Background: an optimization exercise with open tools, aiming at small area and a short achievable clock period. Do not read the settings as production practice. RTL that was checked went through simulation tests only; none was proved equivalent to the original. Only the layout flow was run in runs 1 to 5; the RTL was not checked for function there.

## flow/design.v (module list and top-level ports; edited modules follow where they fit)
// module iir_fa: 4 lines
// module iir_ha: 4 lines
// module iir_gp: 4 lines
// module iir_g: 3 lines
// module iir_gpn: 4 lines
// module iir_gn: 3 lines
// module iir_gpi: 4 lines
// module iir_gi: 3 lines
// module iir_nor: 3 lines
// module iir_nand: 3 lines
// module iir_andn: 3 lines
// module iir_gpa: 4 lines
// module iir_ga: 3 lines
// module iir_xo: 3 lines
// module iir_xn: 3 lines
// module iir_or: 3 lines
// module pipelined_iir: 11372 lines
module pipelined_iir(clk, reset, x, y);
  // ...
==> flow/flow/run.sh <==
#!/bin/bash
set -euo pipefail
export SETUP_SLACK_MARGIN=16
bash standard.sh MATCH_CELL_FOOTPRINT=0   finish > standard.log 2>&1
==> flow/standard.sh <==
#!/bin/bash
# synth_recipe.tcl (not shown) runs the flow's synth.tcl, then flattens the netlist and writes it again
# the make line also repeats each setting of config.mk as NAME=value (left out here)
make -C /OpenROAD-flow-scripts/flow DESIGN_CONFIG=/design/flow/config.mk WORK_HOME=/design/flow/orfs CLKGATE_MAP_FILE= SYNTH_SCRIPT=/design/flow/synth_recipe.tcl "${@:-finish}"
==> flow/config.mk <==
export PLATFORM = sky130hd
export DESIGN_NAME = pipelined_iir
export DESIGN_NICKNAME = pipelined_iir
export VERILOG_FILES = /design/flow/design.v
export SDC_FILE = /design/flow/constraint.sdc
export NUM_CORES = 8
export LEC_CHECK = 0
export CAP_MARGIN = 40
export CORE_MARGIN = 2
export CORE_UTILIZATION = 45
export GPL_TIMING_DRIVEN = 0
export PLACE_DENSITY = 0.75
export SLEW_MARGIN = 40
export SYNTH_HIERARCHICAL = 1
export SYNTH_MINIMUM_KEEP_SIZE = 0
==> flow/constraint.sdc <==
create_clock -name core_clock -period 32.0 [get_ports {clk}]
set_input_delay 6.4000 -clock core_clock [delete_from_list [all_inputs] [get_ports {clk}]]
set_output_delay 6.4000 -clock core_clock [all_outputs]
set_load 0.01 [all_outputs]
==> flow_summary.yaml, run 1 <==
setup_path:
  crit_arrival_ns: 11.11
  critPathCaptureType: "output pin"
  rrSetupSlack_ns: 16.62
  cp_num_buf_inv: 9
  path_class: "primary input to output pin"
run_status:
  status: "finished clean"
finish:
  final_common_cell: "fa_1"
  clock_buffers: 145
  multi_input_area_share_pct: 74.2
  final-nonclk-buf-share_pct: 6.29
cts:
  cts_tree: "done"
die:
  tapcell.inserted: 4325
  die_area_um2: 330000
  row_count: 209
drt:
  avgViaCountPerCell: 6.03
  drt_iter0_markers: 12300
global_routing:
  grtUsageMet3_pct: 21.8
  antenna_found_initial: 35
yosys:
  ys_warn_count: 7
  synthAdderAreaFrac_pct: 73.2
  yosysSeqAreaShare_pct: 11.3
  synth_compound_area_share_pct: 4.01
  synth_top_family_by_area: "adder cells"
timing:
  slew_headroom_pct: 32.4
  worst_slack_ns: 14.49
==> run 2: changes to the inputs <==
--- a/flow/config.mk
+++ b/flow/config.mk
@@ -7,9 +7,8 @@
 export LEC_CHECK = 0
 export CAP_MARGIN = 40
 export CORE_MARGIN = 2
-export CORE_UTILIZATION = 45
-export GPL_TIMING_DRIVEN = 0
-export PLACE_DENSITY = 0.75
+export CORE_UTILIZATION = 70
+export PLACE_DENSITY = 0.8
 export SLEW_MARGIN = 40
 export SYNTH_HIERARCHICAL = 1
 export SYNTH_MINIMUM_KEEP_SIZE = 0
==> run 2 against run 1 <==
  * Still clean
  * First-iteration DRC count grew 27%
  * Clock skew is 0.047 ns lower
  * Highest routed layer unchanged
==> flow_summary.yaml, run 2 <==
run_status:
  status: "finished clean"
die:
  row_count: 167
  die_area_um2: 213000
  core_area_um2: 208000
  initial_utilization_pct: 70.6
  io_pins: 66
  die_h_um: 462
  die_x_um: 462
global_routing:
  met1_usage_pct: 66.5
  grt_first_pass_wirelength_um: 885000
  grt_max_degree: 84
  use_met2_pct: 80.7
  busiest_layer: "met2"
  grt_pass1_vias: 117000
  grtUsageTotal_pct: 62.8
  overflow: 0
  antenna_found_initial: 55
  grtUsageMet3_pct: 43.4
finish:
  final_common_cell: "fa_1"
  syn_to_final_growth_pct: 10.6
  fill_cells: 12100
  final_cell_mix: "4,772 x fa_1, 1,865 x inv_1, 826 x ha_1, 796 x dfxtp_1, 531 x buf_4"
  final_nets: 17400
  drive_gt1_share_pct: 13.1
  seq_area_um2: 16600
  multiInputGateArea_um2: 125000
timing:
  finClkSkew_ns: 0.0409
  hold_viol: 0
  setup_tns_ns: 0
  max_freq_ghz: 0.0598
  fin_crit_sh_pct: 52.3
  rsz0062_at_grt: "yes"
  finalMaxSlewViolations: 0
  slew_headroom_pct: 29.1
  worst_slack_ns: 15.27
  worst_pin_slew_ns: 1.06
  setup_viol: 0
  finalCriticalPeriod_ns: 16.73
  timing.hold.ws_ns: 0.378
yosys:
  syn-cell-area_um2: 147000
  synthArstFlopShare_pct: 0
  yosysSeqAreaShare_pct: 11.3
  synth_common_cells: "4,831 x fa_1, 1,884 x inv_1, 853 x ha_1, 829 x dfxtp_1, 532 x nand2_1"
  ys_seq_elements: 829
  syn-instance-count: 11000
  ys_warn_count: 7
  yosysTopAreaCell: "fa_1"
  synth_cell_types: 71
  synthTopCellsByArea: "fa_1 66%, dfxtp_1 11%, ha_1 7.3%"
  synth_top_area_share_pct: 66.0
  ys.flop_type: "dfxtp_1"
  yosysMostFrequentCell: "fa_1"
  synth_edf_count: 0
  avgSynthCellArea_um2: 13.4
cts:
  path_clk_slew_ns: 0.06
  clk_path_buf_depth: 3
  cts_sinks: 829
  cts_root_buf: "clkbuf_16"
  numCtsBuffers: 108
  cts_tree: "done"
  clk_latency_ns: 0.87
  cts.htree.levels: 3
setup_path:
  crit_slowest_cell: "fa_1"
  crit_chain: "buf_2 > buf_12 > fa_2 > fa_2 > fa_2 > fa_1 > ha_4 > a21oi_4 > o21ai_4 > a21oi_4 > o21ai_4 > a21o_4 > buf_12 > buf_12 > a21oi_4 > xnor2_1 > buf_2"
  startpoint_type: "primary input"
  path_class: "primary input to output pin"
  crit_arrival_ns: 10.33
  cp_data_required_time_ns: 25.60
  critPathCaptureType: "output pin"
  cp_max_fo: 5
  cpPeakStageDelay_ns: 0.56
worst_hold_path:
  hp-class: "flop to flop"
flow_run:
  maxCapViolCount: 0
drt:
  wl_per_cell_um: 42.7
  first_pass_iters: 15
  routed_wl_um: 625000
  num_vias: 104000
  avgViaCountPerCell: 7.12
  drcViolationCount: 0
  drt_iter0_markers: 15600
  route.antenna.remaining_nets: 0
place:
  hpwl_um: 449000
  preCtsSetupSlack_ns: 13.90
  routabilityCongestion: 1.11
  port_buffers: 65
[run 2: cell counts after synthesis]
Identical to the previous run, type by type.
[run 2: repair_timing]
item | CTS | global route
endpoints found under the setup margin | 63 | 32
pin swaps | 93 | 72
resized for setup | 362 | 70
hold buffers | 0 | 0
hold endpoints to repair | 0 | 0
setup buffers | 105 | 39
[run 2: layer usage]
metal  wire length, µm  vias up  share of wire (%)
met2            246000    11400                 39
met1            174000    53100                 28
met4             88300       80                 14
met5              2560        -               0.41
met3            115000     5208                 18
li1                  -    34500                  -
[run 2: final cells by class]
class	instances	area share, %
clock buffers	140	1.84
diodes	70	0.108
repair buffers	641	3.37
flip-flops and latches	829	10.3
multi-input cells	8225	77.3
clock inverters	60	0.540
well taps	2788	2.15
inverters	1888	4.38
[run 2: worst paths after layout]
kind	slack (ns)	startpoint	depth (start not counted)	end
max reg2reg	16.15	qr[1]	47	s1[60]
max	15.27	x[3]	17	y[30]
min	0.38	w6[3]	1	w5[3]
min reg2reg	0.38	w6[3]	1	w5[3]
[run 2: worst max-delay path, delay by kind of cell]
kind	cells	cell delay, ns
fa+ha+maj	5	2.10
buf+inv	5	0.71
xor+xnor	1	0.13
compound gates	6	0.95
[run 2: cells by family (layout without fill, tap and decap cells)]
logic type / after synthesis / after routing / share of synthesized area, %
AND/OR/NAND/NOR: 1404 / 1404 / 4.38
buffers and inverters: 1942 / 2729 / 5.06
adder cells (fa/ha/maj): 5684 / 5684 / 73.2
AO/OA/AOI/OAI: 789 / 789 / 4.01
flip-flops: 829 / 829 / 11.3
other: 1 / 85 / 0.00256
XOR/XNOR: 333 / 333 / 1.99
[run 2: stage by stage]
| stage | util [%] | area (µm²) | std cells |
|---|---|---|---|
| 6_report | 78.0 | 162000 | 14600 |
| 5_1_grt | 78.0 | 162000 | 14600 |
| 4_1_cts | 77.6 | 161000 | 14500 |
| 3_5_place_dp | 74.9 | 156000 | 14200 |
| 3_3_place_gp | 74.8 | 155000 | 14200 |
| 2_1_floorplan | - | 147000 | 11000 |
[run 2: per-module statistics from Yosys, one instance, submodules excluded, excerpt]
module | area [µm²] | cells inside | flops+latches | times used
iir_gpn | 12.5 | 2 | 0 | 149
iir_g | 7.51 | 1 | 0 | 4
iir_or | 6.26 | 1 | 0 | 70
iir_xo | 8.76 | 1 | 0 | 15
iir_gn | 8.76 | 1 | 0 | 57
iir_gi | 5.00 | 1 | 0 | 53
iir_xn | 8.76 | 1 | 0 | 62
iir_gpi | 12.5 | 2 | 0 | 92
iir_andn | 13.8 | 1 | 0 | 39
==> run 3: changes to the inputs <==
--- a/flow/config.mk
+++ b/flow/config.mk
@@ -7,8 +7,9 @@
 export LEC_CHECK = 0
 export CAP_MARGIN = 40
 export CORE_MARGIN = 2
-export CORE_UTILIZATION = 70
+export CORE_UTILIZATION = 60
 export PLACE_DENSITY = 0.8
 export SLEW_MARGIN = 40
 export SYNTH_HIERARCHICAL = 1
 export SYNTH_MINIMUM_KEEP_SIZE = 0
+export TNS_END_PERCENT = 0
==> run 3 against run 2 <==
  * Utilization shrank 11 points
  * Sequential cell count is the same
  * Non-clock buffer count shrank 54
  * Still clean
  * Worst setup slack lost 0.11 ns
  * Clock-buffer cell count grew 4
  * Critical path type unchanged
  * Worst hold slack lost 0.0081 ns
==> flow_summary.yaml, run 3 <==
cts:
  cts.htree.levels: 3
  hold_buffers: 0
  cts_tree: "done"
  numCtsBuffers: 112
  path_clk_slew_ns: 0.06
  clk_latency_ns: 0.88
  clk_path_buf_depth: 3
  cts_sinks: 829
  cts_root_buf: "clkbuf_16"
yosys:
  synth_edf_count: 0
  syn-cell-area_um2: 147000
  yosysTopAreaCell: "fa_1"
  syn-instance-count: 11000
  synth_cell_types: 71
  synth_compound_area_share_pct: 4.01
  yosysMostFrequentCell: "fa_1"
  synth_simple_gate_area_share_pct: 4.38
  ys_seq_elements: 829
  synthTopCellsByArea: "fa_1 66%, dfxtp_1 11%, ha_1 7.3%"
  synthAdderAreaFrac_pct: 73.2
  synth_top_area_share_pct: 66.0
  synth.area.mux_share_pct: 0
  ys.flop_type: "dfxtp_1"
  synth_top_family_by_area: "adder cells"
  avgSynthCellArea_um2: 13.4
  synth_common_cells: "4,831 x fa_1, 1,884 x inv_1, 853 x ha_1, 829 x dfxtp_1, 532 x nand2_1"
  synthArstFlopShare_pct: 0
  yosysSeqAreaShare_pct: 11.3
  ys_warn_count: 7
  synth_xor_area_share_pct: 1.99
drt:
  num_vias: 97100
  drt_iter0_markers: 11600
  first_pass_iters: 8
  routed_wl_um: 592000
  drcViolationCount: 0
  wl_per_cell_um: 39.5
  route.antenna.remaining_nets: 0
  avgViaCountPerCell: 6.49
finish:
  final_nets: 17400
  final_common_cell: "fa_1"
  final_cells: 15000
  drive_gt1_share_pct: 12.1
  final_cell_mix: "4,802 x fa_1, 1,862 x inv_1, 826 x ha_1, 797 x dfxtp_1, 518 x nand2_1"
  syn_to_final_growth_pct: 10.3
setup_path:
  startpoint_type: "primary input"
  cp_max_fo: 7
  rrSetupSlack_ns: 16.55
  crit_arrival_ns: 10.43
  reg2reg_depth: 46
  path_class: "primary input to output pin"
  regToRegStartpoint: "xr[2]"
  r2r_end: "s1[61]"
  critPathCaptureType: "output pin"
  cp_data_required_time_ns: 25.60
place:
  hpwl_um: 445000
  preCtsSetupSlack_ns: 13.82
  dp_cells: 14600
  port_buffers: 65
  routabilityCongestion: 1.05
worst_hold_path:
  hp-class: "flop to flop"
  hold_depth: 1
  hold_start: "w4[1]"
  min_to: "w3[1]"
global_routing:
  overflow: 0
  grt_first_pass_wirelength_um: 843000
  grt_max_degree: 106
  antenna_found_initial: 40
  grtUsageTotal_pct: 50.4
  grt_pass1_vias: 111000
die:
  die_area_um2: 248000
  die_x_um: 498
  initial_utilization_pct: 60.3
  io_pins: 66
  core_area_um2: 243000
  row_count: 181
  die_h_um: 498
timing:
  fin_crit_sh_pct: 52.6
  worst_pin_slew_ns: 0.970
  worst_slack_ns: 15.17
  rsz0062_at_grt: "yes"
  setup_tns_ns: 0
  max_freq_ghz: 0.0594
  timing.hold.ws_ns: 0.370
  slew_headroom_pct: 35.2
  setup_viol: 0
  finalMaxSlewViolations: 0
  finalCriticalPeriod_ns: 16.83
  hold_viol: 0
  finClkSkew_ns: 0.0549
run_status:
  status: "finished clean"
flow_run:
  maxCapViolCount: 0
run 3: worst max-delay path by stage:
| stage | end | start | slack, ns |
|---|---|---|---|
| CTS | y[13] | x[11] | 15.23 |
| detailed placement | y[30] | x[31] | 13.82 |
| finish | y[30] | x[11] | 15.17 |
| global route | y[30] | x[11] | 15.07 |
| floorplan | y[26] | x[4] | 15.70 |
| global placement | y[30] | x[31] | 13.89 |
run 3: final cells by class:
| class | instances | area [µm²] |
|---|---|---|
| tap | 3202 | 4010 |
| fill | 17300 | 81300 |
| sequential | 829 | 16700 |
| timing repair buffer | 587 | 4960 |
| antenna | 30 | 75.1 |
| inverter | 1888 | 7100 |
| clock inverter | 61 | 896 |
| multi-input combinational | 8226 | 125000 |
| clock buffer | 144 | 3060 |
run 3: modules after synthesis, one instance, submodules excluded, excerpt:
module | cells inside | area, µm²
iir_g | 1 | 7.51
iir_ga | 1 | 7.51
iir_gn | 1 | 8.76
iir_gp | 2 | 13.8
iir_or | 1 | 6.26
iir_xo | 1 | 8.76
pipelined_iir | 4183 | 37300
run 3: what timing repair did:
item,4_1_cts,5_1_grt
gates resized for setup,291,8
cloned,1,0
setup buffers,79,4
pin swaps,64,13
endpoints found under the setup margin,62,39
run 3: kinds of logic after synthesis:
logic type                 after synthesis
buffers and inverters                 1942
adders and majority gates             5684
AOI/OAI and AO/OA                      789
DFF                                    829
and+or+nand+nor                       1404
other                                    1
xor gates and xnor gates               333
run 3: worst max-delay path, stage by stage:
cell and delay [ns]:
buf_6 0.10, buf_12 0.14, buf_6 0.13, fa_2 0.36
fa_1 0.59, fa_1 0.46, fa_1 0.55, ha_4 0.24
a21oi_4 0.13, o21ai_2 0.07, a21oi_2 0.16, o21ai_4 0.09
buf_6 0.14, a21o_4 0.22, buf_12 0.15, a21oi_4 0.18
xnor2_2 0.13, buf_2 0.15
run 3: per-layer routing:
layer	GRT usage [%]	share of wire, %	wire (µm)	vias to the layer above
met5	1.22	0.097	575	-
met4	46.4	13	76000	34
met3	24.5	15	88800	3341
met2	69.8	42	246000	8000
met1	57.3	30	180000	51400
li1	-	-	-	34400
run 3: through the flow:
step                util, %  instance area (µm²)
floorplan                 -               147000
global placement       64.1               156000
detailed placement     64.2               156000
CTS                    66.4               161000
global route           66.5               162000
finish                 66.6               162000
==> run 4: changes to the inputs <==
==> flow/flow/run.sh (replaced) <==
#!/bin/bash
set -euo pipefail
export SETUP_SLACK_MARGIN=16
bash standard.sh MATCH_CELL_FOOTPRINT=0 IO_CONSTRAINTS=$PWD/flow/io.tcl  finish > standard.log 2>&1
==> flow/flow/io.tcl (new file) <==
# data pins in one ordered group on the bottom edge: y[i] next to the x bits that feed it most
set_io_pin_constraint -group -order -region bottom:* -pin_names {x[0] x[1] x[2] x[3] x[4] x[5] x[6] x[7] x[8] x[9] x[10] y[0] x[11] y[1] x[12] y[2] x[13] y[3] x[14] y[4] x[15] y[5] x[16] y[6] x[17] y[7] x[18] y[8] x[19] y[9] x[20] y[10] x[21] y[11] x[22] y[12] x[23] y[13] x[24] y[14] x[25] y[15] x[26] y[16] x[27] y[17] x[28] y[18] x[29] y[19] x[30] y[20] x[31] y[21] y[22] y[23] y[24] y[25] y[26] y[27] y[28] y[29] y[30] y[31]}
==> run 4 against run 3 <==
  * First-iteration DRC count is 5.5% lower
  * Highest routed layer unchanged
  * Critical path depth decreased by 1
  * Routed wire length about the same
  * Die area unchanged
  * Synthesized area did not move
  * Worst hold slack lost 0.0036 ns
==> flow_summary.yaml, run 4 <==
run_status:
  status: "finished clean"
yosys:
  synth_top_area_share_pct: 66.0
  synth_edf_count: 0
  synth_cell_types: 71
  yosysSeqAreaShare_pct: 11.3
  syn-cell-area_um2: 147000
  synthTopCellsByArea: "fa_1 66%, dfxtp_1 11%, ha_1 7.3%"
  syn-instance-count: 11000
  synthArstFlopShare_pct: 0
  ys_warn_count: 7
  avgSynthCellArea_um2: 13.4
  ys.flop_type: "dfxtp_1"
  yosysTopAreaCell: "fa_1"
  yosysMostFrequentCell: "fa_1"
  ys_seq_elements: 829
  synth_common_cells: "4,831 x fa_1, 1,884 x inv_1, 853 x ha_1, 829 x dfxtp_1, 532 x nand2_1"
global_routing:
  grt_pass1_vias: 110000
  grt_first_pass_wirelength_um: 839000
  overflow: 0
  grt_max_degree: 90
  antenna_found_initial: 44
  grtUsageTotal_pct: 50.2
drt:
  num_vias: 97400
  wl_per_cell_um: 39.5
  met3_length_um: 91000
  routed_wl_um: 592000
  top_layer_used: "met5"
  drt_iter0_markers: 11000
  dr_wl_met2_um: 246000
  drt-met1-wl_um: 183000
  first_pass_iters: 8
  avgViaCountPerCell: 6.49
  drcViolationCount: 0
  route.antenna.remaining_nets: 0
die:
  die_area_um2: 248000
  die_h_um: 498
  io_pins: 66
  row_count: 181
  initial_utilization_pct: 60.3
  die_x_um: 498
  core_area_um2: 243000
cts:
  cts_sinks: 829
  clk_latency_ns: 0.90
  path_clk_slew_ns: 0.06
  cts.htree.levels: 3
  cts_root_buf: "clkbuf_16"
  numCtsBuffers: 112
  cts_tree: "done"
  hold_buffers: 0
  clk_path_buf_depth: 3
timing:
  rsz0062_at_grt: "yes"
  max_freq_ghz: 0.0598
  finalCriticalPeriod_ns: 16.73
  slew_headroom_pct: 32.9
  worst_pin_slew_ns: 1.00
  setup_viol: 0
  finClkSkew_ns: 0.0805
  finalMaxSlewViolations: 0
  hold_viol: 0
  fin_crit_sh_pct: 52.3
  setup_tns_ns: 0
setup_path:
  crit_arrival_ns: 10.33
  cpPeakStageDelay_ns: 0.60
  path_class: "primary input to output pin"
  cp_data_required_time_ns: 25.60
  startpoint: "x[27]"
  cp_num_buf_inv: 5
  crit_chain: "buf_6 > buf_12 > fa_2 > fa_1 > fa_1 > fa_1 > ha_4 > nand2_4 > nor2_4 > buf_6 > a21oi_4 > o21ai_4 > a21o_4 > buf_4 > a21oi_4 > xnor2_1 > buf_2"
  startpoint_type: "primary input"
  critPathCaptureType: "output pin"
  crit_top_cell: "fa_1"
  regToRegStartpoint: "qr[4]"
  crit_slowest_cell: "fa_1"
  cp_max_fo: 6
  path_delay_family: "adder cells"
place:
  dp_cells: 14600
  hpwl_um: 448000
  port_buffers: 65
  routabilityCongestion: 1.06
finish:
  syn_to_final_growth_pct: 10.7
  final_cells: 15000
  final_common_cell: "fa_1"
  drive_gt1_share_pct: 12.7
  final_cell_mix: "4,790 x fa_1, 1,864 x inv_1, 823 x ha_1, 792 x dfxtp_1, 526 x buf_4"
  seq_area_um2: 16700
  multiInputGateArea_um2: 125000
  final_nets: 17400
  fill_cells: 17500
flow_run:
  maxCapViolCount: 0
worst_hold_path:
  hold_start: "w4[1]"
  hp-class: "flop to flop"
-- run 4: modules after synthesis (local to each module, per instance), excerpt --
| module | cells inside | area [µm²] | flip-flops and latches | copies in the design |
|---|---|---|---|---|
| iir_gpi | 2 | 12.5 | 0 | 92 |
| iir_gp | 2 | 13.8 | 0 | 32 |
| iir_gi | 1 | 5.00 | 0 | 53 |
| iir_xo | 1 | 8.76 | 0 | 15 |
| iir_or | 1 | 6.26 | 0 | 70 |
| iir_g | 1 | 7.51 | 0 | 4 |
| pipelined_iir | 4183 | 37300 | 829 | 1 |
| iir_nand | 1 | 3.75 | 0 | 333 |
| iir_gn | 1 | 8.76 | 0 | 57 |
-- run 4: cell type report --
class | instances | share of cell area [%]
Clock buffer | 151 | 1.94
Sequential cell | 829 | 10.3
Antenna cell | 38 | 0.0586
Timing Repair Buffer | 615 | 3.25
Inverter | 1888 | 4.38
Tap cell | 3202 | 2.47
Clock inverter | 54 | 0.510
Multi-Input combinational cell | 8225 | 77.1
-- run 4: worst register-to-register path, delay by kind of cell (launching register included) --
family,cells,cell delay (ns)
flops,1,0.31
fa+ha+maj,16,7.52
buf+inv,6,2.64
simple gates,8,1.91
xor+xnor,1,0.08
compound gates,13,3.14
-- run 4: final timing paths --
| check | end | slack (ns) | cells past startpoint |
|---|---|---|---|
| hold / removal | w3[1] | 0.37 | 1 |
| setup reg to reg | s1[55] | 16.22 | 44 |
| hold reg to reg | w3[1] | 0.37 | 1 |
| setup / recovery | y[19] | 15.27 | 17 |
-- run 4: metrics by stage --
step / hold WS (ns) / cell area, µm² / utilization, % / setup WS [ns]
after floorplan: 0.343 / 147000 / - / 15.70
after CTS: 0.368 / 162000 / 66.5 / 15.24
after detailed placement: 0.351 / 156000 / 64.2 / 13.27
after global placement: 0.356 / 156000 / 64.1 / 13.30
after global routing: 0.380 / 162000 / 66.7 / 15.19
final: 0.366 / 162000 / 66.8 / 15.27
-- run 4: routing by layer --
| metal | vias to the layer above | track usage, % |
|---|---|---|
| met3 | 3447 | 25.4 |
| li1 | 34400 | - |
| met5 | - | 0.367 |
| met4 | 36 | 43.4 |
| met1 | 51300 | 57.7 |
| met2 | 8211 | 69.4 |
-- run 4: timing repair --
action | in CTS | in global routing
gates resized for setup | 324 | 71
setup buffers | 80 | 30
gates cloned | 0 | 1
setup endpoints to repair | 63 | 32
pin swaps | 75 | 56
-- run 4: cells by family after synthesis --
group	after synthesis	share of synthesized area, %
XOR/XNOR	333	1.99
AO/OA/AOI/OAI	789	4.01
adder cells (fa/ha/maj)	5684	73.2
AND/OR/NAND/NOR	1404	4.38
buffers and inverters	1942	5.06
other	1	0.00256
flip-flops	829	11.3
==> run 5: changes to the inputs <==
==> flow/flow/run.sh (replaced) <==
#!/bin/bash
set -euo pipefail
export SETUP_SLACK_MARGIN=17
bash standard.sh MATCH_CELL_FOOTPRINT=0 IO_CONSTRAINTS=$PWD/flow/io.tcl  finish > standard.log 2>&1
==> run 5 against run 4 <==
  * Still clean on timing, DRC and antenna
  * Synthesized area unchanged
  * Sequential share of layout area unchanged
  * Design area unchanged
  * First-iteration DRC count unchanged
  * Critical endpoint unchanged
  * Largest cell class unchanged
==> flow_summary.yaml, run 5 <==
run_status:
  status: "finished clean"
timing:
  max_freq_ghz: 0.0598
  finClkSkew_ns: 0.0805
  rsz0062_at_grt: "yes"
  setup_viol: 0
  setup_tns_ns: 0
  fin_crit_sh_pct: 52.3
  finalCriticalPeriod_ns: 16.73
  worst_pin_slew_ns: 1.00
  slew_headroom_pct: 32.9
  hold_viol: 0
  finalMaxSlewViolations: 0
  timing.hold.ws_ns: 0.366
global_routing:
  grtUsageTotal_pct: 50.2
  grt_max_degree: 90
  overflow: 0
  antenna_found_initial: 44
  grt_pass1_vias: 110000
  grt_first_pass_wirelength_um: 839000
drt:
  drcViolationCount: 0
  drt_iter0_markers: 11000
  route.antenna.remaining_nets: 0
  avgViaCountPerCell: 6.49
  first_pass_iters: 8
  wl_per_cell_um: 39.5
  num_vias: 97400
  routed_wl_um: 592000
worst_hold_path:
  hold_start: "w4[1]"
  hp-class: "flop to flop"
yosys:
  synthArstFlopShare_pct: 0
  ys_warn_count: 7
  synthTopCellsByArea: "fa_1 66%, dfxtp_1 11%, ha_1 7.3%"
  yosysTopAreaCell: "fa_1"
  ys.flop_type: "dfxtp_1"
  syn-instance-count: 11000
  synth_edf_count: 0
  yosysSeqAreaShare_pct: 11.3
  synth_cell_types: 71
  yosysMostFrequentCell: "fa_1"
  synth_top_area_share_pct: 66.0
  synth_common_cells: "4,831 x fa_1, 1,884 x inv_1, 853 x ha_1, 829 x dfxtp_1, 532 x nand2_1"
  ys_seq_elements: 829
  avgSynthCellArea_um2: 13.4
  syn-cell-area_um2: 147000
finish:
  fill_cells: 17500
  final_cell_mix: "4,790 x fa_1, 1,864 x inv_1, 823 x ha_1, 792 x dfxtp_1, 526 x buf_4"
  drive_gt1_share_pct: 12.7
  final_common_cell: "fa_1"
  seq_area_um2: 16700
  multiInputGateArea_um2: 125000
  final_cell_area_um2: 162000
  final_cells: 15000
  final_nets: 17400
  finish.utilization_pct: 66.8
  syn_to_final_growth_pct: 10.7
place:
  port_buffers: 65
  hpwl_um: 448000
  placed_area_um2: 156000
  routabilityCongestion: 1.06
  dp_cells: 14600
cts:
  path_clk_slew_ns: 0.06
  cts_root_buf: "clkbuf_16"
  cts.htree.levels: 3
  clk_latency_ns: 0.90
  cts_sinks: 829
  cts_tree: "done"
  numCtsBuffers: 112
  clk_path_buf_depth: 3
setup_path:
  crit_arrival_ns: 10.33
  path_class: "primary input to output pin"
  cp_max_fo: 6
  critPathCaptureType: "output pin"
  startpoint_type: "primary input"
  startpoint: "x[27]"
  regToRegStartpoint: "qr[4]"
  rrSetupSlack_ns: 16.22
  cp_data_required_time_ns: 25.60
die:
  die_x_um: 498
  core_area_um2: 243000
  io_pins: 66
  row_count: 181
  die_area_um2: 248000
  initial_utilization_pct: 60.3
  die_h_um: 498
flow_run:
  maxCapViolCount: 0
==> run 5: cell type report <==
cell class	instances	area share, %
Antenna cell	38	0.0586
Clock buffer	151	1.94
Clock inverter	54	0.510
Inverter	1888	4.38
Multi-Input combinational cell	8225	77.1
Sequential cell	829	10.3
Tap cell	3202	2.47
Timing Repair Buffer	615	3.25
==> run 5: final timing paths <==
check           end  cells after the start
max           y[19]                     17
min reg2reg   w3[1]                      1
max reg2reg  s1[55]                     44
min           w3[1]                      1
==> run 5: per-layer routing <==
metal | GRT usage, % | wire (µm)
met4 | 43.4 | 71800
met3 | 25.4 | 91000
met2 | 69.4 | 246000
met5 | 0.367 | 332
met1 | 57.7 | 183000
==> run 5: timing repair <==
item / in CTS / in global routing
gates cloned: 0 / 1
hold buffers: 0 / 0
buffers inserted: 80 / 30
endpoints found under the setup margin: 82 / 76
pin swaps: 75 / 56
gates resized for setup: 324 / 71
==> run 5: kinds of logic after synthesis <==
logic type,after synthesis,synth area share (%)
and+or+nand+nor,1404,4.38
other,1,0.00256
DFF,829,11.3
adders and majority gates,5684,73.2
buffers and inverters,1942,5.06
xor gates and xnor gates,333,1.99
AOI/OAI and AO/OA,789,4.01
==> run 5: stage by stage <==
stage	setup WS, ns
after floorplan	15.70
after global placement	13.30
after detailed placement	13.27
after CTS	15.24
after global routing	15.19
final	15.27
==> run 5: Yosys stat by module (local to each module, per instance), excerpt <==
module    flip-flops and latches  cell area [µm²]
iir_andn                       0             13.8
iir_gp                         0             13.8
iir_gpi                        0             12.5
iir_xo                         0             8.76
iir_or                         0             6.26
iir_gi                         0             5.00
iir_nor                        0             3.75
==> run 5: critical path: stages <==
cell	delay, ns
buf_6	0.10
buf_12	0.14
fa_2	0.39
fa_1	0.54
fa_1	0.44
fa_1	0.60
ha_4	0.24
nand2_4	0.09
nor2_4	0.06
buf_6	0.11
a21oi_4	0.15
o21ai_4	0.09
a21o_4	0.22
buf_4	0.19
a21oi_4	0.18
xnor2_1	0.18
buf_2	0.19
==> run 6: changes to the inputs <==
--- a/flow/design.v
+++ b/flow/design.v
@@ -43,6 +43,21 @@
 module iir_ga(input wire gh, input wire ph, input wire gl, output wire g);
   assign g = gh & (ph | gl);
 endmodule
+module iir_mj(input wire a, input wire b, input wire c, output wire y);
+  assign y = (a & b) | (a & c) | (b & c);
+endmodule
+module iir_mx(input wire a, input wire b, input wire s, output wire y);
+  assign y = s ? b : a;
+endmodule
+module iir_fg(input wire a, input wire b, input wire c, output wire s, output wire co);
+  wire t;
+  iir_xo x0 (.a(a), .b(b), .y(t));
+  iir_xo x1 (.a(t), .b(c), .y(s));
+  iir_mj m0 (.a(a), .b(b), .c(c), .y(co));
+endmodule
+module iir_an(input wire a, input wire b, output wire y);
+  assign y = a & b;
+endmodule
 module iir_xo(input wire a, input wire b, output wire y);
   assign y = a ^ b;
 endmodule
==> flow/flow/run.sh (replaced) <==
#!/bin/bash
set -euo pipefail
export SETUP_SLACK_MARGIN=16
bash standard.sh MATCH_CELL_FOOTPRINT=0 IO_CONSTRAINTS=$PWD/flow/io.tcl finish > standard.log 2>&1
==> run 6 against run 5 <==
  * Still clean on timing, DRC and antenna
  * Sequential share of layout area is essentially flat
  * First-iteration DRC count grew 0.75%
  * Die area is essentially flat
  * Non-clock buffer count shrank 19
  * Worst setup slack lost 0.057 ns
  * Critical path type unchanged
  * Critical endpoint is now y[31]
  * Largest cell class unchanged
==> flow_summary.yaml, run 6 <==
drt:
  drcViolationCount: 0
  wl_per_cell_um: 39.4
  drt_iter0_markers: 11100
  first_pass_iters: 9
  avgViaCountPerCell: 6.50
  num_vias: 97600
  route.antenna.remaining_nets: 0
  routed_wl_um: 591000
finish:
  final_common_cell: "fa_1"
  final_nets: 17400
  fill_cells: 17500
  final_cell_area_um2: 162000
  drive_gt1_share_pct: 12.4
  finish.utilization_pct: 66.6
  syn_to_final_growth_pct: 10.4
  final_cell_mix: "4,786 x fa_1, 1,880 x inv_1, 824 x ha_1, 792 x dfxtp_1, 529 x nand2_1"
  final_cells: 15000
cts:
  clk_latency_ns: 0.88
  cts_sinks: 829
  clk_path_buf_depth: 3
  numCtsBuffers: 110
  cts_root_buf: "clkbuf_16"
  cts_tree: "done"
  cts.htree.levels: 3
  path_clk_slew_ns: 0.06
yosys:
  synth_cell_types: 65
  synthArstFlopShare_pct: 0
  yosysSeqAreaShare_pct: 11.3
  ys.flop_type: "dfxtp_1"
  ys_warn_count: 7
  yosysMostFrequentCell: "fa_1"
  yosysTopAreaCell: "fa_1"
  synthTopCellsByArea: "fa_1 66%, dfxtp_1 11%, ha_1 7.3%"
  syn-instance-count: 11000
  syn-cell-area_um2: 147000
  synth_common_cells: "4,831 x fa_1, 1,895 x inv_1, 853 x ha_1, 829 x dfxtp_1, 545 x nand2_1"
  ys_seq_elements: 829
  avgSynthCellArea_um2: 13.3
  synth_top_area_share_pct: 66.0
  synth_edf_count: 0
die:
  io_pins: 66
  die_h_um: 498
  core_area_um2: 243000
  row_count: 181
  die_area_um2: 248000
  die_x_um: 498
  initial_utilization_pct: 60.3
global_routing:
  grtUsageMet3_pct: 25.4
  met1_usage_pct: 57.1
  use_met2_pct: 69.2
  overflow: 0
  grtUsageTotal_pct: 50.2
  antenna_found_initial: 52
  grt_max_degree: 111
  grt_first_pass_wirelength_um: 839000
  grt_pass1_vias: 111000
  busiest_layer: "met2"
timing:
  finalMaxSlewViolations: 0
  fin_crit_sh_pct: 52.4
  setup_tns_ns: 0
  max_freq_ghz: 0.0596
  setup_viol: 0
  rsz0062_at_grt: "yes"
  finalCriticalPeriod_ns: 16.78
  slew_headroom_pct: 27.7
  worst_slack_ns: 15.22
  hold_viol: 0
  finClkSkew_ns: 0.0523
  timing.hold.ws_ns: 0.369
  worst_pin_slew_ns: 1.08
setup_path:
  critPathCaptureType: "output pin"
  cp_data_required_time_ns: 25.60
  crit_arrival_ns: 10.38
  startpoint_type: "primary input"
  cp_max_fo: 6
  path_class: "primary input to output pin"
place:
  placed_area_um2: 156000
  hpwl_um: 447000
  port_buffers: 65
  preCtsSetupSlack_ns: 13.29
  routabilityCongestion: 1.08
  dp_cells: 14700
worst_hold_path:
  hp-class: "flop to flop"
run_status:
  status: "finished clean"
flow_run:
  maxCapViolCount: 0
[run 6: worst max-delay path: stages]
cell and delay, ns:
clkbuf_2 0.11, buf_12 0.14, buf_6 0.12, fa_2 0.35
fa_1 0.48, fa_2 0.56, fa_1 0.45, ha_4 0.34
a21oi_4 0.07, o21ai_2 0.22, a21oi_4 0.06, buf_12 0.14
o21a_4 0.23, o21ai_4 0.15, a21oi_4 0.07, xnor2_4 0.31
buf_6 0.15
[run 6: cell type report]
type,count,area (µm²),share of cell area (%)
antenna,46,115,0.0711
clock buffer,145,3120,1.92
clock inverter,60,688,0.425
inverter,1895,7130,4.40
multi-input combinational,8242,125000,77.2
sequential,829,16700,10.3
tap,3202,4010,2.47
timing repair buffer,596,5140,3.18
[run 6: modules after synthesis, one instance, submodules excluded, a selection]
module	times used	cells	cell area [µm²]
iir_andn	39	1	13.8
iir_xo	15	1	8.76
iir_g	4	1	7.51
iir_gn	57	1	8.76
iir_or	70	1	6.26
iir_gpn	149	2	12.5
iir_nor	356	1	3.75
[run 6: worst paths after layout]
check,startpoint,to,slack (ns),cells past startpoint
hold / removal,w7[2],w6[2],0.37,1
setup / recovery,x[28],y[31],15.22,17
hold reg to reg,w7[2],w6[2],0.37,1
setup reg to reg,qr[5],s1[61],16.02,47
[run 6: repair_timing]
item | 4_1_cts | 5_1_grt
setup endpoints to repair | 63 | 32
hold buffers | 0 | 0
buffers inserted | 73 | 19
resized for setup | 300 | 61
cloned | 0 | 0
pin swaps | 79 | 45
[run 6: metal layers]
layer	vias up	share of wire, %	routed length (µm)
li1	34500	-	-
met2	8195	42	246000
met1	51500	30	180000
met5	-	0.24	1440
met4	50	12	72700
met3	3411	15	91300
[run 6: kinds of logic (layout without fill, tap and decap cells)]
group                    after synthesis  in the layout  synth area share [%]
adder cells (fa/ha/maj)             5684           5684                  73.3
buffers and inverters               1946           2696                  5.07
AND/OR/NAND/NOR                     1421           1421                  4.43
flip-flops                           829            829                  11.3
AO/OA/AOI/OAI                        789            789                  3.93
XOR/XNOR                             333            333                  1.99
other                                  1             61               0.00256

[re-timing with driven ports]
Ports are ideal in the flow. The routed layouts listed here were re-timed in OpenROAD. Step 1 assumes that a clkbuf_16 drives the clock port and a buf_2 every other input. Step 2 times the ports against the registers' clock, not the clock port: input delays grow and output delays shrink by t, the midpoint of the rising clock arrivals with the driver on. Three values: no drivers, after step 1, after step 2; two values: the first two.
run | shift t [ns] | slack for setup (ns) | worst hold slack (ns) | slew at the worst register clock pin (ns)
run 1 | 0.907 | 14.495 / 14.213 / 14.213 | 0.366 / 0.366 / 0.366 | 0.08 / 0.08
run 2 | 0.970 | 15.272 / 15.222 / 15.222 | 0.378 / 0.378 / 0.378 | 0.08 / 0.08
run 3 | 0.954 | 15.166 / 15.106 / 15.106 | 0.370 / 0.370 / 0.370 | 0.07 / 0.07
run 4 | 0.961 | 15.274 / 15.217 / 15.217 | 0.366 / 0.366 / 0.366 | 0.07 / 0.07
run 5 | 0.961 | 15.274 / 15.217 / 15.217 | 0.366 / 0.366 / 0.366 | 0.07 / 0.07
run 6 | 0.956 | 15.217 / 15.167 / 15.167 | 0.369 / 0.369 / 0.369 | 0.07 / 0.07
After both steps setup and hold are still met in every run listed. The setup slack of run 1, which loses most, moves by -0.282 ns with the drivers and by -0.282 ns with both steps.
